From an optimization exercise on the open Yosys and OpenROAD flow, aimed at small area; shortcuts taken in it are not production practice.
Function was checked by simulation only, so behaviour that the tests miss may differ from the original.
Power figures rest on the tool's default switching activity, not on a simulated workload.

$ cat flow/flow/run.sh
#!/bin/bash
# Own layout flow: the standard ORFS flow (standard.sh) with
#  - synthesis: the standard synthesis script, with an area-oriented ABC
#    mapping script (flow/abc_min_area.script);
#  - port buffers: buf_1 cells (every input and output port still gets one);
#  - CTS: clkbuf_4 clock buffers in clusters of at most 8 sinks, no dummy
#    loads.
# Each tool's output is logged under orfs/logs (ORFS) and in flow_make.log.
set -euo pipefail
W=$(pwd)
export FLOW_WORK=$W
export FLOW_ABC_SCRIPT=$W/flow/abc_min_area.script
bash "$W/standard.sh" \
  SYNTH_SCRIPT="$W/flow/synth_area.tcl" \
  BUFFER_PORTS_ARGS="-buffer_cell sky130_fd_sc_hd__buf_1" \
  CTS_ARGS="-sink_clustering_enable -repair_clock_nets -dont_use_dummy_load -buf_list {sky130_fd_sc_hd__clkbuf_4} -sink_clustering_size 8 -sink_clustering_max_diameter 50" \
  finish > "$W/flow_make.log" 2>&1
$ cat flow/flow/abc_min_area.script
strash
dch
amap
mfs2
strash
dch
amap
mfs2
strash
dch
amap
topo
stime -c
$ cat flow/flow/synth_area.tcl
# The standard synthesis (synth_recipe.tcl, which ORFS's synth.tcl runs
# under), with one change: the final ABC technology mapping uses an
# area-oriented script instead of ORFS's delay-oriented one. Registers are
# mapped before ABC runs, so they are those of the standard synthesis.
proc abc {args} {
  set i [lsearch -exact $args -script]
  if { $i >= 0 } {
    lset args [expr { $i + 1 }] $::env(FLOW_ABC_SCRIPT)
  }
  yosys abc {*}$args
}
source $::env(FLOW_WORK)/synth_recipe.tcl
$ cat flow/standard.sh
#!/bin/bash
# synth_recipe.tcl (not shown) runs the flow's synth.tcl, then flattens the netlist and writes it again
# the make line also repeats each setting of config.mk as NAME=value (left out here)
make -C /OpenROAD-flow-scripts/flow DESIGN_CONFIG=/design/flow/config.mk WORK_HOME=/design/flow/orfs CLKGATE_MAP_FILE= SYNTH_SCRIPT=/design/flow/synth_recipe.tcl "${@:-finish}"
$ cat flow/config.mk
export PLATFORM = sky130hd
export DESIGN_NAME = caption_overlay
export DESIGN_NICKNAME = caption_overlay
export VERILOG_FILES = /design/flow/design.v
export SDC_FILE = /design/flow/constraint.sdc
export NUM_CORES = 4
export LEC_CHECK = 0
export ABC_AREA = 1
export CAP_MARGIN = 0
export CORE_MARGIN = 2
export CORE_UTILIZATION = 40
export GPL_TIMING_DRIVEN = 0
export SLEW_MARGIN = 0
export SYNTH_MEMORY_MAX_BITS = 16384
$ cat flow/constraint.sdc
create_clock -name core_clock -period 10.0 [get_ports {clk}]
set_input_delay 2.0000 -clock core_clock [delete_from_list [all_inputs] [get_ports {clk}]]
set_output_delay 2.0000 -clock core_clock [all_outputs]
set_load 0.01 [all_outputs]
$ cat flow/design.v
module font_rom (
    input  logic [6:0] code,
    input  logic [2:0] row,
    input  logic [2:0] col,
    output logic       pixel
);
    wire c5 = code[5];
    wire c2 = code[2];
    wire c6 = code[6];
    wire c3 = code[3];
    wire c4 = code[4];
    wire c0 = code[0];
    wire c1 = code[1];
    wire r2 = row[2];
    wire r1 = row[1];
    wire r0 = row[0];
    wire x1 = col[1];
    wire x2 = col[2];
    wire x0 = col[0];
    wire new_n15, new_n16, new_n17, new_n18, new_n19, new_n20, new_n21,
        new_n22, new_n23, new_n24, new_n25, new_n26, new_n27, new_n28, new_n29,
        new_n30, new_n31, new_n32, new_n33, new_n34, new_n35, new_n36, new_n37,
        new_n38, new_n39, new_n40, new_n41, new_n42, new_n43, new_n44, new_n45,
        new_n46, new_n47, new_n48, new_n49, new_n50, new_n51, new_n52, new_n53,
        new_n54, new_n55, new_n56, new_n57, new_n58, new_n59, new_n60, new_n61,
        new_n62, new_n63, new_n64, new_n65, new_n66, new_n67, new_n68, new_n69,
        new_n70, new_n71, new_n72, new_n73, new_n74, new_n75, new_n76, new_n77,
        new_n78, new_n79, new_n80, new_n81, new_n82, new_n83, new_n84, new_n85,
        new_n86, new_n87, new_n88, new_n89, new_n90, new_n91, new_n92, new_n93,
        new_n94, new_n95, new_n96, new_n97, new_n98, new_n99, new_n100,
        new_n101, new_n102, new_n103, new_n104, new_n105, new_n106, new_n107,
        new_n108, new_n109, new_n110, new_n111, new_n112, new_n113, new_n114,
        new_n115, new_n116, new_n117, new_n118, new_n119, new_n120, new_n121,
        new_n122, new_n123, new_n124, new_n125, new_n126, new_n127, new_n128,
        new_n129, new_n130, new_n131, new_n132, new_n133, new_n134, new_n135,
        new_n136, new_n137, new_n138, new_n139, new_n140, new_n141, new_n142,
        new_n143, new_n144, new_n145, new_n146, new_n147, new_n148, new_n149,
        new_n150, new_n151, new_n152, new_n153, new_n154, new_n155, new_n156,
        new_n157, new_n158, new_n159, new_n160, new_n161, new_n162, new_n163,
        new_n164, new_n165, new_n166, new_n167, new_n168, new_n169, new_n170,
        new_n171, new_n172, new_n173, new_n174, new_n175, new_n176, new_n177,
        new_n178, new_n179, new_n180, new_n181, new_n182, new_n183, new_n184,
        new_n185, new_n186, new_n187, new_n188, new_n189, new_n190, new_n191,
        new_n192, new_n193, new_n194, new_n195, new_n196, new_n197, new_n198,
        new_n199, new_n200, new_n201, new_n202, new_n203, new_n204, new_n205,
        new_n206, new_n207, new_n208, new_n209, new_n210, new_n211, new_n212,
        new_n213, new_n214, new_n215, new_n216, new_n217, new_n218, new_n219,
        new_n220, new_n221, new_n222, new_n223, new_n224, new_n225, new_n226,
        new_n227, new_n228, new_n229, new_n230, new_n231, new_n232, new_n233,
        new_n234, new_n235, new_n236, new_n237, new_n238, new_n239, new_n240,
        new_n241, new_n242, new_n243, new_n244, new_n245, new_n246, new_n247,
        new_n248, new_n249, new_n250, new_n251, new_n252, new_n253, new_n254,
        new_n255, new_n256, new_n257, new_n258, new_n259, new_n260, new_n261,
        new_n262, new_n263, new_n264, new_n265, new_n266, new_n267, new_n268,
        new_n269, new_n270, new_n271, new_n272, new_n273, new_n274, new_n275,
        new_n276, new_n277, new_n278, new_n279, new_n280, new_n281, new_n282,
        new_n283, new_n284, new_n285, new_n286, new_n287, new_n288, new_n289,
        new_n290, new_n291, new_n292, new_n293, new_n294, new_n295, new_n296,
        new_n297, new_n298, new_n299, new_n300, new_n301, new_n302, new_n303,
        new_n304, new_n305, new_n306, new_n307, new_n308, new_n309, new_n310,
        new_n311, new_n312, new_n313, new_n314, new_n315, new_n316, new_n317,
        new_n318, new_n319, new_n320, new_n321, new_n322, new_n323, new_n324,
        new_n325, new_n326, new_n327, new_n328, new_n329, new_n330, new_n331,
        new_n332, new_n333, new_n334, new_n335, new_n336, new_n337, new_n338,
        new_n339, new_n340, new_n341, new_n342, new_n343, new_n344, new_n345,
        new_n346, new_n347, new_n348, new_n349, new_n350, new_n351, new_n352,
        new_n353, new_n354, new_n355, new_n356, new_n357, new_n358, new_n359,
        new_n360, new_n361, new_n362, new_n363, new_n364, new_n365, new_n366,
        new_n367, new_n368, new_n369, new_n370, new_n371, new_n372, new_n373,
        new_n374, new_n375, new_n376, new_n377, new_n378, new_n379, new_n380,
        new_n381, new_n382, new_n383, new_n384, new_n385, new_n386, new_n387,
        new_n388, new_n389, new_n390, new_n391, new_n392, new_n393, new_n394,
        new_n395, new_n396, new_n397, new_n398, new_n399, new_n400, new_n401,
        new_n402, new_n403, new_n404, new_n405, new_n406, new_n407, new_n408,
        new_n409, new_n410, new_n411, new_n412, new_n413, new_n414, new_n415,
        new_n416, new_n417, new_n418, new_n419, new_n420, new_n421, new_n422,
        new_n423, new_n424, new_n425, new_n426, new_n427, new_n428, new_n429,
        new_n430, new_n431, new_n432, new_n433, new_n434, new_n435, new_n436,
        new_n437, new_n438, new_n439, new_n440, new_n441, new_n442, new_n443,
        new_n444, new_n445, new_n446, new_n447, new_n448, new_n449, new_n450,
        new_n451, new_n452, new_n453, new_n454, new_n455, new_n456, new_n457,
        new_n458, new_n459, new_n460, new_n461, new_n462, new_n463, new_n464,
        new_n465, new_n466, new_n467, new_n468, new_n469, new_n470, new_n471,
        new_n472, new_n473, new_n474, new_n475, new_n476, new_n477, new_n478,
        new_n479, new_n480, new_n481, new_n482, new_n483, new_n484, new_n485,
        new_n486, new_n487, new_n488, new_n489, new_n490, new_n491, new_n492,
        new_n493, new_n494, new_n495, new_n496, new_n497, new_n498, new_n499,
        new_n500, new_n501, new_n502, new_n503, new_n504, new_n505, new_n506,
        new_n507, new_n508, new_n509, new_n510, new_n511, new_n512, new_n513,
        new_n514, new_n515, new_n516, new_n517, new_n518, new_n519, new_n520,
        new_n521, new_n522, new_n523, new_n524, new_n525, new_n526, new_n527,
        new_n528, new_n529, new_n530, new_n531, new_n532, new_n533, new_n534,
        new_n535, new_n536, new_n537, new_n538, new_n539, new_n540, new_n541,
        new_n542, new_n543, new_n544, new_n545, new_n546, new_n547, new_n548,
        new_n549, new_n550, new_n551, new_n552, new_n553, new_n554, new_n555,
        new_n556, new_n557, new_n558, new_n559, new_n560, new_n561, new_n562;
      assign new_n15 = ~r2 & ~r1;
      assign new_n16 = c1 & ~c0;
      assign new_n17 = r1 & r0;
      assign new_n18 = x1 & ~new_n17;
      assign new_n19 = ~c0 & ~new_n18;
      assign new_n20 = ~r1 & ~r0;
      assign new_n21 = x1 & ~new_n16;
      assign new_n22 = new_n20 & ~new_n21;
      assign new_n23 = ~new_n19 & ~new_n22;
      assign new_n24 = x1 & x0;
      assign new_n25 = ~x2 & ~new_n24;
      assign new_n26 = ~x1 & ~x0;
      assign new_n27 = x2 & ~new_n26;
      assign new_n28 = ~new_n25 & ~new_n27;
      assign new_n29 = ~new_n24 & ~new_n26;
      assign new_n30 = ~x1 & ~x2;
      assign new_n31 = c1 & ~new_n30;
      assign new_n32 = ~new_n29 & ~new_n31;
      assign new_n33 = x1 & x2;
      assign new_n34 = ~new_n24 & ~new_n33;
      assign new_n35 = ~new_n32 & new_n34;
      assign new_n36 = ~c1 & new_n35;
      assign new_n37 = ~new_n28 & ~new_n36;
      assign new_n38 = new_n17 & ~new_n37;
      assign new_n39 = r2 & r1;
      assign new_n40 = ~new_n15 & ~new_n39;
      assign new_n41 = ~r2 & x2;
      assign new_n42 = r0 & x0;
      assign new_n43 = new_n41 & new_n42;
      assign new_n44 = ~r1 & r0;
      assign new_n45 = ~new_n25 & new_n44;
      assign new_n46 = ~x2 & x0;
      assign new_n47 = ~new_n30 & ~new_n33;
      assign new_n48 = ~new_n46 & ~new_n47;
      assign new_n49 = ~new_n45 & new_n48;
      assign new_n50 = ~new_n43 & ~new_n49;
      assign new_n51 = new_n40 & ~new_n50;
      assign new_n52 = x2 & ~x0;
      assign new_n53 = ~x1 & new_n52;
      assign new_n54 = ~new_n40 & new_n53;
      assign new_n55 = ~r0 & x1;
      assign new_n56 = ~new_n44 & ~new_n55;
      assign new_n57 = ~new_n29 & ~new_n56;
      assign new_n58 = ~new_n54 & ~new_n57;
      assign new_n59 = ~new_n51 & new_n58;
      assign new_n60 = c1 & c0;
      assign new_n61 = ~new_n20 & new_n60;
      assign new_n62 = ~new_n59 & new_n61;
      assign new_n63 = r2 & x2;
      assign new_n64 = ~r2 & ~x2;
      assign new_n65 = ~new_n63 & ~new_n64;
      assign new_n66 = ~c0 & r2;
      assign new_n67 = ~new_n60 & ~new_n66;
      assign new_n68 = new_n65 & ~new_n67;
      assign new_n69 = ~new_n62 & new_n68;
      assign new_n70 = ~new_n38 & ~new_n69;
      assign new_n71 = new_n23 & ~new_n70;
      assign new_n72 = ~x1 & ~new_n39;
      assign new_n73 = r2 & r0;
      assign new_n74 = ~new_n27 & ~new_n30;
      assign new_n75 = ~new_n46 & ~new_n74;
      assign new_n76 = new_n73 & new_n75;
      assign new_n77 = new_n72 & ~new_n76;
      assign new_n78 = ~new_n71 & ~new_n77;
      assign new_n79 = new_n16 & ~new_n78;
      assign new_n80 = c1 & ~new_n53;
      assign new_n81 = c1 & ~r2;
      assign new_n82 = ~x1 & ~new_n81;
      assign new_n83 = ~new_n80 & ~new_n82;
      assign new_n84 = x1 & ~new_n42;
      assign new_n85 = new_n64 & new_n84;
      assign new_n86 = ~new_n83 & ~new_n85;
      assign new_n87 = ~r0 & new_n15;
      assign new_n88 = ~new_n39 & ~new_n87;
      assign new_n89 = ~new_n35 & ~new_n88;
      assign new_n90 = new_n86 & new_n89;
      assign new_n91 = r1 & new_n73;
      assign new_n92 = x0 & new_n33;
      assign new_n93 = ~new_n91 & ~new_n92;
      assign new_n94 = c0 & new_n93;
      assign new_n95 = ~new_n86 & new_n88;
      assign new_n96 = new_n94 & ~new_n95;
      assign new_n97 = ~new_n90 & new_n96;
      assign new_n98 = ~new_n79 & ~new_n97;
      assign new_n99 = ~new_n15 & ~new_n98;
      assign new_n100 = ~x1 & new_n16;
      assign new_n101 = ~r2 & r1;
      assign new_n102 = ~new_n20 & ~new_n101;
      assign new_n103 = ~x2 & ~new_n102;
      assign new_n104 = new_n100 & ~new_n103;
      assign new_n105 = r0 & ~x0;
      assign new_n106 = ~new_n20 & ~new_n105;
      assign new_n107 = ~c1 & ~c0;
      assign new_n108 = new_n59 & new_n107;
      assign new_n109 = new_n29 & new_n60;
      assign new_n110 = ~new_n108 & ~new_n109;
      assign new_n111 = new_n106 & ~new_n110;
      assign new_n112 = ~new_n104 & ~new_n111;
      assign new_n113 = ~c1 & ~new_n39;
      assign new_n114 = ~new_n112 & ~new_n113;
      assign new_n115 = x1 & ~x2;
      assign new_n116 = ~x0 & ~new_n63;
      assign new_n117 = ~new_n27 & ~new_n116;
      assign new_n118 = ~new_n88 & new_n117;
      assign new_n119 = ~new_n115 & ~new_n118;
      assign new_n120 = new_n107 & ~new_n119;
      assign new_n121 = ~r2 & ~r0;
      assign new_n122 = ~x0 & new_n121;
      assign new_n123 = new_n120 & ~new_n122;
      assign new_n124 = new_n112 & ~new_n123;
      assign new_n125 = r1 & ~r0;
      assign new_n126 = new_n72 & ~new_n125;
      assign new_n127 = ~new_n63 & new_n126;
      assign new_n128 = ~new_n91 & ~new_n127;
      assign new_n129 = ~new_n124 & new_n128;
      assign new_n130 = ~new_n114 & new_n129;
      assign new_n131 = c4 & ~new_n130;
      assign new_n132 = ~new_n99 & new_n131;
      assign new_n133 = c6 & c5;
      assign new_n134 = r1 & new_n30;
      assign new_n135 = ~new_n55 & ~new_n134;
      assign new_n136 = r2 & ~new_n135;
      assign new_n137 = ~new_n24 & ~new_n105;
      assign new_n138 = ~new_n47 & ~new_n137;
      assign new_n139 = ~new_n136 & ~new_n138;
      assign new_n140 = ~new_n134 & ~new_n139;
      assign new_n141 = new_n39 & ~new_n52;
      assign new_n142 = r0 & ~x2;
      assign new_n143 = ~r0 & x2;
      assign new_n144 = x0 & new_n143;
      assign new_n145 = ~new_n142 & ~new_n144;
      assign new_n146 = new_n141 & new_n145;
      assign new_n147 = ~new_n140 & ~new_n146;
      assign new_n148 = ~r2 & x1;
      assign new_n149 = ~new_n122 & ~new_n148;
      assign new_n150 = ~new_n55 & ~new_n149;
      assign new_n151 = ~new_n15 & new_n60;
      assign new_n152 = ~new_n150 & new_n151;
      assign new_n153 = new_n147 & new_n152;
      assign new_n154 = new_n93 & new_n107;
      assign new_n155 = ~x2 & new_n17;
      assign new_n156 = ~new_n39 & ~new_n155;
      assign new_n157 = ~new_n26 & ~new_n156;
      assign new_n158 = x1 & ~x0;
      assign new_n159 = ~new_n25 & new_n87;
      assign new_n160 = ~new_n64 & new_n72;
      assign new_n161 = ~new_n159 & ~new_n160;
      assign new_n162 = ~new_n158 & ~new_n161;
      assign new_n163 = ~new_n157 & ~new_n162;
      assign new_n164 = new_n154 & ~new_n163;
      assign new_n165 = ~c4 & ~new_n164;
      assign new_n166 = ~new_n153 & new_n165;
      assign new_n167 = new_n47 & ~new_n88;
      assign new_n168 = new_n29 & new_n44;
      assign new_n169 = ~new_n167 & ~new_n168;
      assign new_n170 = ~new_n43 & ~new_n64;
      assign new_n171 = ~new_n169 & ~new_n170;
      assign new_n172 = new_n15 & new_n53;
      assign new_n173 = ~x1 & new_n15;
      assign new_n174 = new_n29 & ~new_n173;
      assign new_n175 = new_n156 & ~new_n174;
      assign new_n176 = ~x2 & ~new_n175;
      assign new_n177 = ~new_n172 & ~new_n176;
      assign new_n178 = ~new_n171 & new_n177;
      assign new_n179 = new_n16 & ~new_n91;
      assign new_n180 = ~new_n178 & new_n179;
      assign new_n181 = ~r0 & ~new_n75;
      assign new_n182 = ~new_n126 & ~new_n181;
      assign new_n183 = ~new_n15 & ~new_n182;
      assign new_n184 = ~c1 & c0;
      assign new_n185 = ~new_n45 & new_n184;
      assign new_n186 = new_n183 & new_n185;
      assign new_n187 = ~new_n180 & ~new_n186;
      assign new_n188 = new_n166 & new_n187;
      assign new_n189 = new_n133 & ~new_n188;
      assign new_n190 = ~new_n132 & new_n189;
      assign new_n191 = new_n40 & ~new_n73;
      assign new_n192 = new_n30 & new_n191;
      assign new_n193 = new_n169 & ~new_n192;
      assign new_n194 = new_n60 & ~new_n193;
      assign new_n195 = ~c4 & ~new_n194;
      assign new_n196 = ~x2 & ~new_n29;
      assign new_n197 = new_n20 & ~new_n29;
      assign new_n198 = x2 & ~new_n197;
      assign new_n199 = ~new_n196 & ~new_n198;
      assign new_n200 = x1 & new_n155;
      assign new_n201 = ~new_n199 & ~new_n200;
      assign new_n202 = ~new_n42 & ~new_n191;
      assign new_n203 = new_n74 & ~new_n202;
      assign new_n204 = ~new_n74 & new_n202;
      assign new_n205 = ~new_n203 & ~new_n204;
      assign new_n206 = x2 & ~new_n205;
      assign new_n207 = r2 & new_n16;
      assign new_n208 = c1 & r1;
      assign new_n209 = new_n64 & new_n208;
      assign new_n210 = ~new_n207 & ~new_n209;
      assign new_n211 = new_n59 & ~new_n210;
      assign new_n212 = new_n206 & ~new_n211;
      assign new_n213 = new_n201 & ~new_n212;
      assign new_n214 = ~new_n107 & ~new_n213;
      assign new_n215 = ~new_n16 & ~new_n184;
      assign new_n216 = ~new_n196 & new_n215;
      assign new_n217 = ~new_n206 & new_n216;
      assign new_n218 = ~r0 & ~x2;
      assign new_n219 = ~c0 & ~new_n218;
      assign new_n220 = new_n88 & new_n201;
      assign new_n221 = ~new_n219 & ~new_n220;
      assign new_n222 = ~new_n217 & ~new_n221;
      assign new_n223 = ~new_n214 & new_n222;
      assign new_n224 = ~r0 & new_n63;
      assign new_n225 = new_n60 & ~new_n224;
      assign new_n226 = ~new_n223 & ~new_n225;
      assign new_n227 = new_n195 & ~new_n226;
      assign new_n228 = ~new_n17 & ~new_n20;
      assign new_n229 = ~new_n15 & ~new_n228;
      assign new_n230 = ~x0 & new_n40;
      assign new_n231 = ~new_n229 & ~new_n230;
      assign new_n232 = c1 & ~r0;
      assign new_n233 = new_n74 & ~new_n232;
      assign new_n234 = new_n231 & new_n233;
      assign new_n235 = ~r1 & ~x1;
      assign new_n236 = r1 & new_n158;
      assign new_n237 = ~new_n235 & ~new_n236;
      assign new_n238 = c1 & ~new_n237;
      assign new_n239 = ~new_n231 & new_n238;
      assign new_n240 = ~new_n234 & ~new_n239;
      assign new_n241 = ~new_n88 & ~new_n240;
      assign new_n242 = new_n74 & new_n106;
      assign new_n243 = ~new_n101 & new_n242;
      assign new_n244 = c0 & ~new_n83;
      assign new_n245 = ~new_n243 & new_n244;
      assign new_n246 = ~new_n241 & ~new_n245;
      assign new_n247 = ~new_n85 & ~new_n246;
      assign new_n248 = new_n75 & new_n173;
      assign new_n249 = c4 & ~new_n248;
      assign new_n250 = ~new_n120 & new_n249;
      assign new_n251 = ~new_n247 & new_n250;
      assign new_n252 = ~new_n79 & new_n251;
      assign new_n253 = c6 & ~c5;
      assign new_n254 = new_n93 & new_n253;
      assign new_n255 = ~new_n252 & new_n254;
      assign new_n256 = ~new_n227 & new_n255;
      assign new_n257 = ~new_n190 & ~new_n256;
      assign new_n258 = ~c3 & ~new_n257;
      assign new_n259 = r1 & ~new_n221;
      assign new_n260 = new_n130 & ~new_n259;
      assign new_n261 = ~x2 & ~new_n229;
      assign new_n262 = ~new_n148 & ~new_n261;
      assign new_n263 = new_n107 & ~new_n262;
      assign new_n264 = ~new_n260 & new_n263;
      assign new_n265 = ~new_n136 & ~new_n150;
      assign new_n266 = new_n138 & new_n265;
      assign new_n267 = new_n29 & ~new_n73;
      assign new_n268 = ~c1 & new_n73;
      assign new_n269 = ~new_n121 & ~new_n268;
      assign new_n270 = ~new_n267 & new_n269;
      assign new_n271 = x2 & new_n39;
      assign new_n272 = ~new_n270 & ~new_n271;
      assign new_n273 = ~c0 & new_n272;
      assign new_n274 = ~new_n180 & ~new_n273;
      assign new_n275 = x1 & new_n122;
      assign new_n276 = ~new_n274 & ~new_n275;
      assign new_n277 = ~new_n266 & new_n276;
      assign new_n278 = ~x0 & ~new_n88;
      assign new_n279 = new_n272 & new_n278;
      assign new_n280 = new_n184 & ~new_n279;
      assign new_n281 = new_n265 & new_n280;
      assign new_n282 = ~new_n277 & ~new_n281;
      assign new_n283 = new_n41 & new_n228;
      assign new_n284 = ~new_n282 & new_n283;
      assign new_n285 = ~c1 & ~x2;
      assign new_n286 = new_n229 & new_n285;
      assign new_n287 = ~new_n17 & ~new_n33;
      assign new_n288 = ~new_n209 & new_n287;
      assign new_n289 = r2 & ~x1;
      assign new_n290 = c1 & new_n289;
      assign new_n291 = r0 & new_n148;
      assign new_n292 = ~new_n290 & ~new_n291;
      assign new_n293 = new_n288 & new_n292;
      assign new_n294 = ~new_n38 & ~new_n293;
      assign new_n295 = ~new_n286 & ~new_n294;
      assign new_n296 = ~new_n284 & new_n295;
      assign new_n297 = c0 & ~new_n296;
      assign new_n298 = r2 & ~new_n125;
      assign new_n299 = ~new_n75 & ~new_n298;
      assign new_n300 = new_n121 & ~new_n197;
      assign new_n301 = ~new_n278 & new_n300;
      assign new_n302 = ~new_n45 & ~new_n301;
      assign new_n303 = new_n299 & new_n302;
      assign new_n304 = ~c0 & ~new_n289;
      assign new_n305 = ~new_n134 & new_n304;
      assign new_n306 = ~new_n39 & ~new_n305;
      assign new_n307 = ~new_n154 & ~new_n306;
      assign new_n308 = ~new_n303 & new_n307;
      assign new_n309 = new_n20 & new_n75;
      assign new_n310 = new_n60 & ~new_n309;
      assign new_n311 = x1 & new_n73;
      assign new_n312 = ~c3 & ~new_n311;
      assign new_n313 = ~new_n310 & ~new_n312;
      assign new_n314 = c3 & new_n73;
      assign new_n315 = ~c6 & c5;
      assign new_n316 = c4 & new_n315;
      assign new_n317 = ~new_n314 & new_n316;
      assign new_n318 = ~new_n313 & new_n317;
      assign new_n319 = ~new_n308 & new_n318;
      assign new_n320 = ~new_n297 & new_n319;
      assign new_n321 = ~new_n264 & new_n320;
      assign new_n322 = x1 & ~new_n88;
      assign new_n323 = ~new_n276 & new_n322;
      assign new_n324 = new_n71 & ~new_n323;
      assign new_n325 = ~c6 & ~new_n324;
      assign new_n326 = c5 & ~new_n325;
      assign new_n327 = ~r0 & ~new_n158;
      assign new_n328 = new_n29 & ~new_n327;
      assign new_n329 = ~new_n39 & ~new_n328;
      assign new_n330 = ~new_n221 & new_n329;
      assign new_n331 = ~new_n41 & ~new_n330;
      assign new_n332 = new_n107 & ~new_n331;
      assign new_n333 = new_n59 & new_n290;
      assign new_n334 = ~r1 & ~new_n105;
      assign new_n335 = r2 & x0;
      assign new_n336 = new_n334 & ~new_n335;
      assign new_n337 = ~new_n39 & ~new_n73;
      assign new_n338 = ~new_n336 & new_n337;
      assign new_n339 = new_n23 & new_n338;
      assign new_n340 = new_n74 & ~new_n215;
      assign new_n341 = ~new_n339 & new_n340;
      assign new_n342 = ~new_n38 & new_n341;
      assign new_n343 = ~new_n333 & new_n342;
      assign new_n344 = new_n60 & ~new_n205;
      assign new_n345 = c6 & ~new_n344;
      assign new_n346 = ~new_n343 & new_n345;
      assign new_n347 = ~new_n332 & new_n346;
      assign new_n348 = ~new_n326 & ~new_n347;
      assign new_n349 = ~new_n66 & new_n208;
      assign new_n350 = ~new_n290 & ~new_n349;
      assign new_n351 = ~new_n182 & ~new_n350;
      assign new_n352 = ~new_n100 & ~new_n184;
      assign new_n353 = new_n74 & ~new_n334;
      assign new_n354 = r2 & ~new_n353;
      assign new_n355 = ~new_n55 & new_n101;
      assign new_n356 = ~new_n31 & new_n355;
      assign new_n357 = ~new_n354 & ~new_n356;
      assign new_n358 = ~new_n352 & ~new_n357;
      assign new_n359 = ~new_n120 & new_n133;
      assign new_n360 = ~new_n358 & new_n359;
      assign new_n361 = new_n93 & ~new_n360;
      assign new_n362 = ~new_n351 & ~new_n361;
      assign new_n363 = ~c4 & c3;
      assign new_n364 = ~new_n362 & new_n363;
      assign new_n365 = ~new_n348 & new_n364;
      assign new_n366 = c2 & ~new_n365;
      assign new_n367 = ~new_n321 & new_n366;
      assign new_n368 = ~new_n258 & new_n367;
      assign new_n369 = ~new_n148 & new_n184;
      assign new_n370 = new_n147 & new_n369;
      assign new_n371 = new_n16 & ~new_n33;
      assign new_n372 = ~new_n29 & new_n101;
      assign new_n373 = ~new_n125 & ~new_n372;
      assign new_n374 = new_n371 & ~new_n373;
      assign new_n375 = ~c0 & new_n240;
      assign new_n376 = new_n93 & ~new_n242;
      assign new_n377 = ~new_n74 & ~new_n106;
      assign new_n378 = ~new_n208 & ~new_n377;
      assign new_n379 = new_n376 & new_n378;
      assign new_n380 = new_n375 & new_n379;
      assign new_n381 = ~new_n374 & ~new_n380;
      assign new_n382 = ~new_n370 & new_n381;
      assign new_n383 = c3 & ~new_n382;
      assign new_n384 = ~new_n92 & ~new_n282;
      assign new_n385 = r2 & ~new_n145;
      assign new_n386 = new_n30 & new_n122;
      assign new_n387 = ~new_n30 & ~new_n287;
      assign new_n388 = ~new_n386 & ~new_n387;
      assign new_n389 = ~new_n385 & new_n388;
      assign new_n390 = new_n310 & new_n389;
      assign new_n391 = ~new_n384 & ~new_n390;
      assign new_n392 = c4 & ~c3;
      assign new_n393 = ~r1 & new_n138;
      assign new_n394 = new_n392 & ~new_n393;
      assign new_n395 = ~new_n391 & new_n394;
      assign new_n396 = ~new_n383 & ~new_n395;
      assign new_n397 = ~new_n15 & ~new_n396;
      assign new_n398 = ~new_n29 & new_n88;
      assign new_n399 = ~new_n303 & new_n398;
      assign new_n400 = ~new_n17 & new_n88;
      assign new_n401 = new_n33 & ~new_n400;
      assign new_n402 = ~c0 & ~new_n401;
      assign new_n403 = ~new_n399 & new_n402;
      assign new_n404 = c1 & new_n403;
      assign new_n405 = ~new_n15 & ~new_n121;
      assign new_n406 = ~new_n25 & ~new_n405;
      assign new_n407 = new_n39 & ~new_n327;
      assign new_n408 = ~new_n406 & ~new_n407;
      assign new_n409 = new_n404 & new_n408;
      assign new_n410 = ~c1 & ~new_n17;
      assign new_n411 = ~r0 & new_n26;
      assign new_n412 = new_n410 & ~new_n411;
      assign new_n413 = ~new_n39 & ~new_n285;
      assign new_n414 = ~new_n31 & new_n413;
      assign new_n415 = ~new_n412 & ~new_n414;
      assign new_n416 = c0 & ~new_n415;
      assign new_n417 = ~new_n61 & ~new_n416;
      assign new_n418 = ~c1 & new_n39;
      assign new_n419 = new_n29 & new_n418;
      assign new_n420 = ~new_n183 & ~new_n419;
      assign new_n421 = ~new_n417 & ~new_n420;
      assign new_n422 = ~c3 & ~new_n421;
      assign new_n423 = ~new_n409 & new_n422;
      assign new_n424 = ~c4 & ~new_n423;
      assign new_n425 = ~new_n397 & ~new_n424;
      assign new_n426 = r0 & ~new_n40;
      assign new_n427 = new_n117 & new_n125;
      assign new_n428 = ~new_n115 & ~new_n427;
      assign new_n429 = new_n184 & ~new_n428;
      assign new_n430 = new_n112 & ~new_n429;
      assign new_n431 = ~new_n426 & ~new_n430;
      assign new_n432 = new_n32 & new_n88;
      assign new_n433 = c1 & new_n27;
      assign new_n434 = new_n215 & ~new_n406;
      assign new_n435 = ~new_n433 & new_n434;
      assign new_n436 = ~new_n432 & new_n435;
      assign new_n437 = new_n376 & new_n436;
      assign new_n438 = new_n16 & new_n91;
      assign new_n439 = ~new_n75 & new_n438;
      assign new_n440 = new_n363 & ~new_n439;
      assign new_n441 = ~new_n437 & new_n440;
      assign new_n442 = ~new_n431 & new_n441;
      assign new_n443 = new_n133 & ~new_n442;
      assign new_n444 = ~new_n425 & new_n443;
      assign new_n445 = new_n59 & new_n60;
      assign new_n446 = ~new_n75 & new_n141;
      assign new_n447 = new_n80 & new_n161;
      assign new_n448 = ~new_n446 & new_n447;
      assign new_n449 = new_n74 & new_n410;
      assign new_n450 = ~c0 & ~new_n449;
      assign new_n451 = ~new_n448 & new_n450;
      assign new_n452 = ~new_n28 & ~new_n167;
      assign new_n453 = new_n184 & ~new_n452;
      assign new_n454 = ~c4 & ~new_n453;
      assign new_n455 = ~new_n451 & new_n454;
      assign new_n456 = ~new_n445 & new_n455;
      assign new_n457 = x1 & new_n228;
      assign new_n458 = ~new_n309 & ~new_n457;
      assign new_n459 = r0 & new_n75;
      assign new_n460 = ~new_n134 & ~new_n459;
      assign new_n461 = new_n458 & new_n460;
      assign new_n462 = c1 & ~new_n75;
      assign new_n463 = ~new_n459 & ~new_n462;
      assign new_n464 = new_n101 & ~new_n463;
      assign new_n465 = ~new_n461 & new_n464;
      assign new_n466 = ~r2 & ~x1;
      assign new_n467 = new_n184 & new_n466;
      assign new_n468 = ~new_n375 & ~new_n467;
      assign new_n469 = ~new_n74 & new_n107;
      assign new_n470 = ~new_n231 & new_n469;
      assign new_n471 = ~new_n468 & ~new_n470;
      assign new_n472 = ~new_n465 & new_n471;
      assign new_n473 = new_n405 & new_n429;
      assign new_n474 = c4 & ~new_n473;
      assign new_n475 = ~new_n472 & new_n474;
      assign new_n476 = ~new_n456 & ~new_n475;
      assign new_n477 = c3 & ~new_n476;
      assign new_n478 = x0 & new_n64;
      assign new_n479 = ~c1 & ~new_n478;
      assign new_n480 = c0 & new_n63;
      assign new_n481 = ~new_n102 & ~new_n480;
      assign new_n482 = ~new_n479 & ~new_n481;
      assign new_n483 = ~new_n182 & new_n482;
      assign new_n484 = r2 & ~new_n459;
      assign new_n485 = ~new_n31 & new_n466;
      assign new_n486 = ~new_n33 & new_n87;
      assign new_n487 = ~new_n485 & ~new_n486;
      assign new_n488 = ~new_n309 & ~new_n487;
      assign new_n489 = ~new_n484 & ~new_n488;
      assign new_n490 = ~new_n24 & new_n136;
      assign new_n491 = ~new_n489 & ~new_n490;
      assign new_n492 = ~new_n153 & new_n491;
      assign new_n493 = ~new_n483 & ~new_n492;
      assign new_n494 = c0 & ~new_n493;
      assign new_n495 = r2 & ~new_n285;
      assign new_n496 = new_n403 & ~new_n495;
      assign new_n497 = ~new_n211 & new_n392;
      assign new_n498 = ~new_n496 & new_n497;
      assign new_n499 = ~new_n494 & new_n498;
      assign new_n500 = ~new_n15 & ~new_n122;
      assign new_n501 = ~new_n74 & ~new_n500;
      assign new_n502 = ~new_n20 & new_n74;
      assign new_n503 = new_n500 & new_n502;
      assign new_n504 = ~new_n501 & ~new_n503;
      assign new_n505 = new_n280 & new_n504;
      assign new_n506 = ~c3 & new_n195;
      assign new_n507 = ~new_n505 & new_n506;
      assign new_n508 = ~new_n404 & new_n507;
      assign new_n509 = new_n254 & ~new_n508;
      assign new_n510 = ~new_n499 & new_n509;
      assign new_n511 = ~new_n477 & new_n510;
      assign new_n512 = ~new_n81 & ~new_n180;
      assign new_n513 = new_n461 & ~new_n512;
      assign new_n514 = new_n47 & ~new_n65;
      assign new_n515 = new_n88 & ~new_n514;
      assign new_n516 = ~x0 & ~new_n515;
      assign new_n517 = new_n240 & ~new_n516;
      assign new_n518 = ~new_n241 & ~new_n517;
      assign new_n519 = new_n154 & ~new_n518;
      assign new_n520 = ~new_n33 & ~new_n72;
      assign new_n521 = ~new_n91 & new_n520;
      assign new_n522 = ~new_n352 & new_n521;
      assign new_n523 = new_n392 & ~new_n522;
      assign new_n524 = ~new_n483 & new_n523;
      assign new_n525 = ~new_n519 & new_n524;
      assign new_n526 = ~new_n513 & new_n525;
      assign new_n527 = ~r1 & ~new_n459;
      assign new_n528 = new_n480 & ~new_n527;
      assign new_n529 = ~c1 & ~new_n528;
      assign new_n530 = ~r2 & ~new_n458;
      assign new_n531 = ~x2 & ~new_n45;
      assign new_n532 = c0 & ~new_n33;
      assign new_n533 = ~new_n531 & new_n532;
      assign new_n534 = ~c0 & new_n235;
      assign new_n535 = new_n405 & ~new_n534;
      assign new_n536 = ~new_n299 & new_n535;
      assign new_n537 = ~new_n533 & new_n536;
      assign new_n538 = ~new_n530 & ~new_n537;
      assign new_n539 = new_n529 & new_n538;
      assign new_n540 = new_n23 & new_n371;
      assign new_n541 = c3 & ~new_n540;
      assign new_n542 = ~new_n539 & new_n541;
      assign new_n543 = ~new_n15 & ~new_n94;
      assign new_n544 = new_n35 & ~new_n543;
      assign new_n545 = new_n40 & new_n94;
      assign new_n546 = ~r2 & new_n47;
      assign new_n547 = new_n29 & new_n546;
      assign new_n548 = ~new_n545 & ~new_n547;
      assign new_n549 = ~r0 & ~new_n548;
      assign new_n550 = ~new_n544 & ~new_n549;
      assign new_n551 = c1 & ~new_n550;
      assign new_n552 = ~new_n73 & new_n184;
      assign new_n553 = new_n28 & new_n552;
      assign new_n554 = ~c4 & ~new_n553;
      assign new_n555 = ~new_n551 & new_n554;
      assign new_n556 = new_n315 & ~new_n363;
      assign new_n557 = ~new_n555 & new_n556;
      assign new_n558 = ~new_n542 & new_n557;
      assign new_n559 = ~new_n526 & new_n558;
      assign new_n560 = ~c2 & ~new_n559;
      assign new_n561 = ~new_n511 & new_n560;
      assign new_n562 = ~new_n444 & new_n561;
      assign pixel = ~new_n368 & ~new_n562;
endmodule
module caption_renderer (
    input  logic         clk,
    input  logic         rst_n,
    input  logic [7:0]   pixel_x,
    input  logic [7:0]   pixel_y,
    input  logic         text_load,       
    input  logic [255:0] text_string,
    input  logic [4:0]   text_length,
    input  logic [7:0]   cfg_y_position,
    output logic         box_d1,          
    output logic         lit_d1           
);
    localparam CHARS = 18;
    logic [6:0] line_buffer [0:CHARS-1];
    logic [4:0] line_length;
    always_ff @(posedge clk or negedge rst_n) begin
        if (!rst_n)
            line_length <= 5'd0;
        else if (text_load)
            line_length <= (text_length > 5'd18) ? 5'd18 : text_length;
    end
    always_ff @(posedge clk) begin
        if (text_load)
            for (int c = 0; c < CHARS; c++)
                line_buffer[c] <= text_string[254 - c*8 -: 7];
    end
    logic [8:0] y_off;
    assign y_off = {1'b0, pixel_y} - {1'b0, cfg_y_position};
    wire in_rows = ~y_off[8] & ~y_off[7] & ~y_off[6] & ~y_off[3] &
                   (~y_off[5] | (~y_off[4] & ~y_off[2]));
    wire [2:0] glyph_row = y_off[2:0];
    wire [2:0] start_q = 3'd4 - line_length[2:0];
    logic [6:0] rel;
    assign rel = {1'b0, pixel_x[7:2]} - {4'b0, start_q};
    wire [4:0] char_index = rel[5:1];
    wire in_x = ~rel[6] & (char_index < line_length);
    wire in_box = in_rows & in_x;
    logic [6:0] cur_char;
    always_comb begin
        cur_char = 7'd0;
        for (int c = 0; c < CHARS; c++)
            if (char_index == c[4:0]) cur_char = line_buffer[c];
        if (!in_box) cur_char = 7'd0;
    end
    logic [6:0] char_d1;
    logic       glyph_pixel;
    font_rom u_font_rom (
        .code  (char_d1),
        .row   (glyph_row),
        .col   (pixel_x[2:0]),
        .pixel (glyph_pixel)
    );
    always_ff @(posedge clk) begin
        char_d1 <= cur_char;
        box_d1  <= in_box;
        lit_d1  <= in_box & glyph_pixel;
    end
endmodule
module alpha_blender (
    input  logic        clk,
    input  logic        rst_n,
    input  logic [14:0] vid_rgb_in,
    input  logic        vid_de_in,
    input  logic        vid_vs_in,
    input  logic        vid_hs_in,
    input  logic        overlay_alpha,
    input  logic        overlay_lit,
    input  logic [14:0] overlay_color,
    output logic [14:0] vid_rgb_out,
    output logic        vid_de_out,
    output logic        vid_vs_out,
    output logic        vid_hs_out,
    input  logic        cfg_enable
);
    logic [17:0] vid_d1, vid_d2;
    always_ff @(posedge clk) begin
        vid_d1 <= {vid_rgb_in, vid_de_in, vid_vs_in, vid_hs_in};
        vid_d2 <= vid_d1;
    end
    wire show_video = ~(cfg_enable & overlay_alpha);
    wire show_text  = cfg_enable & overlay_lit;
    always_ff @(posedge clk or negedge rst_n) begin
        if (!rst_n) begin
            vid_rgb_out <= 15'h0000;
            vid_de_out  <= 1'b0;
            vid_vs_out  <= 1'b0;
            vid_hs_out  <= 1'b0;
        end else begin
            vid_rgb_out <= ({15{show_text}} & overlay_color) |
                           ({15{show_video}} & vid_d2[17:3]);
            vid_de_out  <= vid_d2[2];
            vid_vs_out  <= vid_d2[1];
            vid_hs_out  <= vid_d2[0];
        end
    end
endmodule
`timescale 1ns / 1ps
module caption_overlay (
    input  logic         clk,
    input  logic         rst_n,
    input  logic [14:0]  vid_rgb_in,
    input  logic         vid_de_in,
    input  logic         vid_vs_in,
    input  logic         vid_hs_in,
    input  logic [7:0]   vid_x,
    input  logic [7:0]   vid_y,
    input  logic         text_valid,
    input  logic [255:0] text_string,
    input  logic [4:0]   text_length,
    input  logic         cfg_enable,
    input  logic         cfg_mode,
    input  logic [14:0]  cfg_caption_color,
    input  logic [7:0]   cfg_caption_y,
    output logic [14:0]  vid_rgb_out,
    output logic         vid_de_out,
    output logic         vid_vs_out,
    output logic         vid_hs_out
);
    wire caption_en = cfg_enable & cfg_mode;
    logic box_d1, lit_d1;
    caption_renderer u_caption_renderer (
        .clk            (clk),
        .rst_n          (rst_n),
        .pixel_x        (vid_x),
        .pixel_y        (vid_y),
        .text_load      (text_valid & caption_en),
        .text_string    (text_string),
        .text_length    (text_length),
        .cfg_y_position (cfg_caption_y),
        .box_d1         (box_d1),
        .lit_d1         (lit_d1)
    );
    logic        caption_alpha, caption_lit;
    logic [14:0] caption_color;
    always_ff @(posedge clk or negedge rst_n) begin
        if (!rst_n) begin
            caption_alpha <= 1'b0;
            caption_lit   <= 1'b0;
        end else begin
            caption_alpha <= caption_en & box_d1;
            caption_lit   <= caption_en & lit_d1;
        end
    end
    always_ff @(posedge clk)
        caption_color <= cfg_caption_color;
    alpha_blender u_alpha_blender (
        .clk           (clk),
        .rst_n         (rst_n),
        .vid_rgb_in    (vid_rgb_in),
        .vid_de_in     (vid_de_in),
        .vid_vs_in     (vid_vs_in),
        .vid_hs_in     (vid_hs_in),
        .overlay_alpha (caption_alpha),
        .overlay_lit   (caption_lit),
        .overlay_color (caption_color),
        .vid_rgb_out   (vid_rgb_out),
        .vid_de_out    (vid_de_out),
        .vid_vs_out    (vid_vs_out),
        .vid_hs_out    (vid_hs_out),
        .cfg_enable    (cfg_enable)
    );
endmodule
==> impl_metrics.toml, run 1 <==
[placement]
port-buffer-count = 210
post-dp-hpwl_um = 22170
place_inst = 1338
globalplace.congestion = 1.015

[floorplanning]
die_h_um = 155.6
io_pins = 341
initial_core_util_pct = 40.73
coreArea_um2 = 22570
die_w_um = 155.6
die_area_um2 = 24210
rows = 55

[synth]
synth_edf_count = 126
syn_area_um2 = 9193
synth_seq_area_share_pct = 61.03
synth.area.top_cells = "edfxtp_1 41%, dfxtp_1 13%, dfrtp_1 6.8%"
yosysTopAreaCellShare_pct = 41.16
netlist-cell-type-count = 45
async_flop_share_pct = 11.85
syn_area_per_cell_um2 = 10.93
synthesis.nets = 1200
synth_ff_type = "edfxtp_1"
synth_cells = 841
yosysWarnings = 4
synth.largest_area_cell = "edfxtp_1"
synth_seq_cells = 211

[status]
outcome = "complete, no violations"

[global_routing]
grt_pass1_vias = 7571
grt_start_max_net_pins = 95
grt_usage_pct = 23.97
grt_overflow = 0
grt_first_pass_wirelength_um = 43730
antenna_found_initial = 2

[route]
routedWlPerCell_um = 21.35
via_per_inst = 5.640
drtPass1Iterations = 5
dr_total_vias = 7732
drtAntennaViolNets = 0
route.detailed.drc = 0
drt_wl_total_um = 29270
drt_iter0_drc = 589

[setup_path]
start_kind = "input pin"
worst_ep_required_time_ns = 10.50
r2r_slack_ns = 4.99
r2r_start = "u_caption_renderer.line_length[0]$_DFFE_PN0P_"
crit_path_max_fanout = 12
cp.arrival_ns = 8.36
regToRegEndpoint = "u_caption_renderer.char_d1[3]$_SDFF_PN0_"
end_kind = "register"
path_class = "in -> reg"
crit_path_top_delay_cell = "fa_1"
reg2regPathDepth = 12
cpMostUsedCell = "clkinv_1"
max_stage_delay_ns = 0.82

[power]
p_sw_mw = 0.5268
leakagePower_nw = 3.551
total_power_mw = 1.760
p_seq_share_pct = 55.7
internal-power_mw = 1.233
switching_share_pct = 29.93
clock_power_share_pct = 22.2
vdd_drop_max_mv = 0.1131
power_density_nw_per_um2 = 165.7
comb_power_share_pct = 22.1

[timing]
rsz0062_at_grt = "no"
fin_crit_sh_pct = 78.61
setup-tns-final_ns = 0
finalSetupViolCount = 0
max_freq_mhz = 127.2
tightest_slew_ns = 1.286
fin_skew_ns = 0.04651
hold_viol = 0
drv_slew = 0
min_period_ns = 7.861
relSlewSlack_pct = 13.62

[hold_path]
min_from = "u_alpha_blender.vid_d1[3]$_DFF_P_"
whs_endpoint = "u_alpha_blender.vid_d2[3]$_DFF_P_"
hp-class = "reg -> reg"
hold-path-cell-count = 0

[clock_network]
worstSkewPairLatency_ns = 0.62
clock_sinks = 211
cts_buffers = 31
clockRootBuffer = "clkbuf_4"
post_cts_buffers = 0
clk_path_buf_depth = 3
ctsHtreeMaxLevel = 1
cts_resized = 0
cts_tree = "done"
clk_pin_slew_ns = 0.08
cts_hold_buf = 0

[flow_run]
cap_violations = 0

[layout]
fin_nets = 1445
final_common_cell = "buf_1"
utilization_pct = 47.05
final_cell_mix = "209 x buf_1, 126 x edfxtp_1, 109 x clkinv_1"
final_cells = 1371
area_delta_synth_final_pct = 15.53
drive_above_1_share_pct = 3.229
==> sequential cells by signal, indices dropped and copies added, names as in the netlist <==
register                        count
u_caption_renderer.line_buffer    126
u_alpha_blender.vid_d1             18
u_alpha_blender.vid_d2             18
caption_color                      15
u_alpha_blender.vid_rgb_out        15
u_caption_renderer.char_d1          7
u_caption_renderer.line_length      5
caption_alpha                       1
caption_lit                         1
u_alpha_blender.vid_de_out          1
u_alpha_blender.vid_hs_out          1
u_alpha_blender.vid_vs_out          1
u_caption_renderer.box_d1           1
u_caption_renderer.lit_d1           1
==> per-stage QoR <==
stage          instance area [um2]  hold WS [ns]  worst slack, ns
2_1_floorplan                 9193        0.3096            3.261
3_3_place_gp                 10340        0.3100           0.1508
3_5_place_dp                 10380        0.3121            1.858
4_1_cts                      10620        0.3223            2.505
5_1_grt                      10620        0.3307            2.049
6_report                     10620        0.3256            2.139
==> layout make-up <==
cell class	count	area [um2]
Multi-Input combinational cell	520	3169
Fill cell	2182	11950
Tap cell	285	356.6
Clock buffer	31	232.7
Antenna cell	2	5.005
Timing Repair Buffer	212	828.3
Sequential cell	211	5610
Inverter	110	417.9
==> worst max-delay path, delay by kind of cell <==
family	cells	cell delay, ns
AO/OA/AOI/OAI	12	2.27
adder cells (fa/ha/maj)	3	1.57
buffers and inverters	6	1.11
AND/OR/NAND/NOR	8	1.39
==> synthesized netlist by cell type (2+ instances only) <==
cell type and number:
a2111oi_0 6, a211oi_1 7, a21boi_0 2, a21o_1 2, a21oi_1 52, a221oi_1 7, a222oi_1 14, a22o_1 4
a22oi_1 16, a311oi_1 6, a31oi_1 14, a41oi_1 6, and2_0 3, and3_1 3, clkinv_1 110, dfrtp_1 25
dfxtp_1 60, edfxtp_1 126, fa_1 2, ha_1 34, nand2_1 44, nand2b_1 7, nand3_1 16, nand4_1 6
nor2_1 95, nor2b_1 10, nor3_1 42, nor4_1 5, o2111ai_1 3, o21a_1 10, o21ai_0 52, o21bai_1 3
o221ai_1 3, o22ai_1 25, o311ai_0 2, o32ai_1 5, or2_0 2, or3_1 4, or4_1 2
==> per-layer routing <==
layer  global-route usage, %  routed length, um
met1                   28.67              10850
met2                   41.00              14300
met3                   4.889               2449
met4                   12.45               1670
met5                       0                  0
==> power groups by stage <==
stage / Sequential [mW] / Combinational (mW) / Clock, mW
after floorplan: 1.00 / 0.227 / 0
after global placement: 1.00 / 0.385 / 0
after detailed placement: 1.00 / 0.379 / 0
after CTS: 0.981 / 0.381 / 0.407
after global routing: 0.985 / 0.424 / 0.443
final: 0.981 / 0.388 / 0.391
==> logic make-up after synthesis <==
family / share of synthesized area (%)
AO/OA/AOI/OAI: 17.69
AND/OR/NAND/NOR: 11.72
flip-flops: 61.03
buffers and inverters: 4.492
adder cells (fa/ha/maj): 5.063
==> worst max path at each step <==
stage,depth (start not counted),end,start
finish,29,u_caption_renderer.lit_d1$_DFF_P_,vid_y[0]
global route,29,u_caption_renderer.lit_d1$_DFF_P_,vid_y[0]
CTS,29,u_caption_renderer.lit_d1$_DFF_P_,vid_y[0]
detailed placement,29,u_caption_renderer.lit_d1$_DFF_P_,vid_y[0]
global placement,28,u_caption_renderer.lit_d1$_DFF_P_,vid_y[0]
floorplan,28,u_caption_renderer.lit_d1$_DFF_P_,vid_y[0]
==> run 2, diff against run 1 <==
--- a/flow/design.v
+++ b/flow/design.v
@@ -657,13 +657,24 @@
     output logic         lit_d1           
 );
     localparam CHARS = 18;
+    function automatic logic [8:0] sub_ripple(input logic [7:0] a, input logic [7:0] b);
+        logic borrow;
+        borrow = 1'b0;
+        for (int i = 0; i < 8; i++) begin
+            sub_ripple[i] = a[i] ^ b[i] ^ borrow;
+            borrow = (~a[i] & b[i]) | (~(a[i] ^ b[i]) & borrow);
+        end
+        sub_ripple[8] = borrow;
+    endfunction
     logic [6:0] line_buffer [0:CHARS-1];
     logic [4:0] line_length;
     always_ff @(posedge clk or negedge rst_n) begin
         if (!rst_n)
             line_length <= 5'd0;
         else if (text_load)
-            line_length <= (text_length > 5'd18) ? 5'd18 : text_length;
+            line_length <= (text_length[4] & (text_length[3] | text_length[2] |
+                                              (text_length[1] & text_length[0])))
+                           ? 5'd18 : text_length;    
     end
     always_ff @(posedge clk) begin
         if (text_load)
@@ -671,22 +682,27 @@
                 line_buffer[c] <= text_string[254 - c*8 -: 7];
     end
     logic [8:0] y_off;
-    assign y_off = {1'b0, pixel_y} - {1'b0, cfg_y_position};
+    assign y_off = sub_ripple(pixel_y, cfg_y_position);
     wire in_rows = ~y_off[8] & ~y_off[7] & ~y_off[6] & ~y_off[3] &
                    (~y_off[5] | (~y_off[4] & ~y_off[2]));
     wire [2:0] glyph_row = y_off[2:0];
-    wire [2:0] start_q = 3'd4 - line_length[2:0];
-    logic [6:0] rel;
-    assign rel = {1'b0, pixel_x[7:2]} - {4'b0, start_q};
+    wire [2:0] start_q = {~(line_length[2] ^ (line_length[1] | line_length[0])),
+                          line_length[1] ^ line_length[0], line_length[0]};    
+    logic [8:0] rel;
+    assign rel = sub_ripple({2'b0, pixel_x[7:2]}, {5'b0, start_q});
     wire [4:0] char_index = rel[5:1];
-    wire in_x = ~rel[6] & (char_index < line_length);
+    logic [8:0] idx_cmp;
+    assign idx_cmp = sub_ripple({3'b0, char_index}, {3'b0, line_length});
+    wire in_x = ~rel[8] & idx_cmp[8];
     wire in_box = in_rows & in_x;
     logic [6:0] cur_char;
     always_comb begin
-        cur_char = 7'd0;
-        for (int c = 0; c < CHARS; c++)
-            if (char_index == c[4:0]) cur_char = line_buffer[c];
-        if (!in_box) cur_char = 7'd0;
+        if (!in_box)
+            cur_char = 7'd0;
+        else if (char_index[4])
+            cur_char = char_index[0] ? line_buffer[17] : line_buffer[16];
+        else
+            cur_char = line_buffer[char_index[3:0]];
     end
     logic [6:0] char_d1;
     logic       glyph_pixel;
@@ -723,8 +739,7 @@
         vid_d1 <= {vid_rgb_in, vid_de_in, vid_vs_in, vid_hs_in};
         vid_d2 <= vid_d1;
     end
-    wire show_video = ~(cfg_enable & overlay_alpha);
-    wire show_text  = cfg_enable & overlay_lit;
+    wire show_caption = cfg_enable & overlay_alpha;
     always_ff @(posedge clk or negedge rst_n) begin
         if (!rst_n) begin
             vid_rgb_out <= 15'h0000;
@@ -732,8 +747,8 @@
             vid_vs_out  <= 1'b0;
             vid_hs_out  <= 1'b0;
         end else begin
-            vid_rgb_out <= ({15{show_text}} & overlay_color) |
-                           ({15{show_video}} & vid_d2[17:3]);
+            vid_rgb_out <= show_caption ? (overlay_lit ? overlay_color : 15'h0000)
+                                        : vid_d2[17:3];
             vid_de_out  <= vid_d2[2];
             vid_vs_out  <= vid_d2[1];
             vid_hs_out  <= vid_d2[0];
--- a/flow/config.mk
+++ b/flow/config.mk
@@ -6,9 +6,9 @@
 export NUM_CORES = 4
 export LEC_CHECK = 0
 export ABC_AREA = 1
-export CAP_MARGIN = 0
+export CAP_MARGIN = 20
 export CORE_MARGIN = 2
 export CORE_UTILIZATION = 40
 export GPL_TIMING_DRIVEN = 0
-export SLEW_MARGIN = 0
+export SLEW_MARGIN = 20
 export SYNTH_MEMORY_MAX_BITS = 16384
==> run 2 against run 1 <==
Setup slack worse by 0.011 ns. Clock power about the same. Worst hold slack better by 0.0021 ns. Area after synthesis down 2.3%. Critical path type unchanged. Highest routed layer unchanged.
==> impl_metrics.toml, run 2 <==
[status]
outcome = "complete, no violations"

[clock_network]
worstSkewPairLatency_ns = 0.65
cts_resized = 0
clockRootBuffer = "clkbuf_4"
ctsHtreeMaxLevel = 1
cts_tree = "done"
clock_sinks = 211
clk_pin_slew_ns = 0.09
post_cts_buffers = 0
cts_buffers = 30
cts_hold_buf = 0
clk_path_buf_depth = 3

[setup_path]
crit_path_max_fanout = 20
crit_path_top_delay_cell = "clkinv_1"
start_kind = "input pin"
end_kind = "register"
regToRegEndpoint = "u_caption_renderer.lit_d1$_DFF_P_"
worst_ep_required_time_ns = 10.51
reg2regPathDepth = 16
crit_chain = "buf_1 > clkinv_1 > ha_1 > nor2_1 > clkinv_1 > o21ai_1 > clkinv_1 > nor2_1 > clkinv_1 > nor2_1 > a21oi_1 > nor2b_1 > nor2_1 > a21oi_1 > nor2_1 > a311oi_1 > or4_1 > nand3_1 > o31ai_1 > a31oi_1 > nor2_1 > nor2b_1"
r2r_start = "u_caption_renderer.char_d1[1]$_SDFF_PN0_"
max_stage_delay_ns = 0.85
cpMostUsedCell = "nor2_1"
cp_top_family = "buffers and inverters"
cp.arrival_ns = 8.38
r2r_slack_ns = 5.05
path_class = "in -> reg"
crit_buf_inv = 5

[hold_path]
min_from = "u_alpha_blender.vid_d1[5]$_DFF_P_"
hold-path-cell-count = 0
whs_endpoint = "u_alpha_blender.vid_d2[5]$_DFF_P_"
hp-class = "reg -> reg"

[global_routing]
grt_first_pass_wirelength_um = 45620
grt_overflow = 0
grt_pass1_vias = 7727
antenna_found_initial = 1
grt_start_max_net_pins = 75
grt_usage_pct = 25.60

[synth]
synthesis.nets = 1127
yosys.area_share.simple_pct = 10.57
syn_area_um2 = 8981
synth_ff_type = "edfxtp_1"
netlist-cell-type-count = 47
syn_area_per_cell_um2 = 11.68
async_flop_share_pct = 11.85
synth-xor-area-share_pct = 0
synth_cells = 769
synth_seq_area_share_pct = 62.47
synth_seq_cells = 211
synth_compound_area_share_pct = 17.94
synth_common_cells = "126 x edfxtp_1, 110 x nor2_1, 81 x clkinv_1"
synth.area.top_cells = "edfxtp_1 42%, dfxtp_1 13%, dfrtp_1 7.0%"
synth.most_common_cell = "edfxtp_1"
synth_mux_area_share_pct = 0
synth_top_family_by_area = "compound AO/OA/AOI/OAI gates"
synth_fa_ha_area_share_pct = 5.628
synth.largest_area_cell = "edfxtp_1"
yosysTopAreaCellShare_pct = 42.13
yosysWarnings = 4
synth_edf_count = 126

[layout]
area_delta_synth_final_pct = 15.92
final_cells = 1292
fin_nets = 1371
drive_above_1_share_pct = 3.858
top_register = "u_caption_renderer.line_buffer"
largest_reg_flops = 126
final_common_cell = "buf_1"
final_cell_mix = "209 x buf_1, 126 x edfxtp_1, 109 x nor2_1"
largestRegisters = "u_caption_renderer.line_buffer (126), u_alpha_blender.vid_d1 (18), u_alpha_blender.vid_d2 (18)"

[route]
dr_total_vias = 7534
drt_iter0_drc = 735
drtAntennaViolNets = 0
via_per_inst = 5.831
drt_wl_total_um = 30260
route.detailed.drc = 0
routedWlPerCell_um = 23.42
drtPass1Iterations = 5

[floorplanning]
initial_core_util_pct = 40.90
coreArea_um2 = 21960
die_w_um = 153.8
die_h_um = 153.8
die_area_um2 = 23670
io_pins = 341
rows = 54

[placement]
place_inst = 1261
port-buffer-count = 210
post-dp-hpwl_um = 22720
globalplace.congestion = 0.9818

[flow_run]
cap_violations = 0

[timing]
hold_viol = 0
max_freq_mhz = 127.0
relSlewSlack_pct = 23.41
setup-tns-final_ns = 0
rsz0062_at_grt = "no"
fin_crit_sh_pct = 78.72
fin_skew_ns = 0.01940
tightest_slew_ns = 1.140
min_period_ns = 7.872
drv_slew = 0
finalSetupViolCount = 0

[power]
vdd_drop_max_mv = 0.09913
total_power_mw = 1.843
leakagePower_nw = 3.527
power_density_nw_per_um2 = 177.0
## run 2: how the worst max path moves through the flow
stage | slack (ns) | cells after the start | start | endpoint
floorplan | 4.09 | 25 | vid_y[0] | u_caption_renderer.lit_d1$_DFF_P_
global placement | 1.49 | 22 | vid_x[1] | u_caption_renderer.lit_d1$_DFF_P_
detailed placement | 1.99 | 22 | vid_x[1] | u_caption_renderer.lit_d1$_DFF_P_
CTS | 2.60 | 22 | vid_x[1] | u_caption_renderer.lit_d1$_DFF_P_
global route | 1.91 | 22 | vid_x[1] | u_caption_renderer.lit_d1$_DFF_P_
finish | 2.13 | 22 | vid_x[1] | u_caption_renderer.lit_d1$_DFF_P_
## run 2: cell families (layout without fill, tap and decap cells)
kind of cell    count (synthesis)  in the layout
fa+ha+maj                      35             35
buf+inv                        81            323
simple gates                  218            218
flops                         211            211
compound gates                224            224
other cells                     0              1
## run 2: area by class of cell
type	instances	area, um2
Timing Repair Buffer	212	824.5
Fill cell	2066	11550
Clock buffer	30	225.2
Inverter	81	309.0
Tap cell	280	350.3
Sequential cell	211	5610
Antenna cell	1	2.502
Multi-Input combinational cell	477	3089
## run 2: metrics by stage
stage	cell area (um2)	hold WS (ns)	setup WS (ns)	util [%]
2_1_floorplan	8981	0.3096	4.094	-
3_3_place_gp	10120	0.3100	1.489	46.09
3_5_place_dp	10180	0.3121	1.991	46.35
4_1_cts	10400	0.3243	2.596	47.38
5_1_grt	10410	0.3316	1.906	47.41
6_report	10410	0.3278	2.128	47.41
## run 2: report_power, final
part / switching [mW] / total [mW] / internal, mW
sequential: 0.0138 / 0.981 / 0.967
clock: 0.254 / 0.391 / 0.137
combinational: 0.322 / 0.471 / 0.150
## run 2: metal layers
metal  part of all wire [%]  global-route usage [%]
met4                    5.8                   14.51
met5                      0                       0
met1                     38                   31.25
met2                     48                   42.96
met3                    8.1                   4.679

==> static timing again, ports no longer ideal <==
Ports are ideal in the flow. The routed layouts listed here were re-timed in OpenROAD.
Step 1: set_driving_cell puts a clkbuf_16 on clk and a buf_2 on each other input, an assumption about the parent block.
Step 2 also shifts input and output timing later by t, the mid clock arrival at the registers, as if the neighbouring blocks saw the same clock.
Three values: no drivers, after step 1, after step 2; two values: the first two.
run | t, ns | setup slack, ns | hold slack, ns | worst slew at a driven data input, ns
run 1 | 0.635 | 2.139 / 2.157 / 1.522 | 0.326 / 0.326 / 0.326 | 0.09
run 2 | 0.672 | 2.128 / 2.132 / 1.460 | 0.328 / 0.328 / 0.328 | 0.07
After both steps every run listed still meets setup and hold. The setup slack of run 2, which loses most, moves by +0.004 ns with the drivers and by -0.668 ns with both steps.
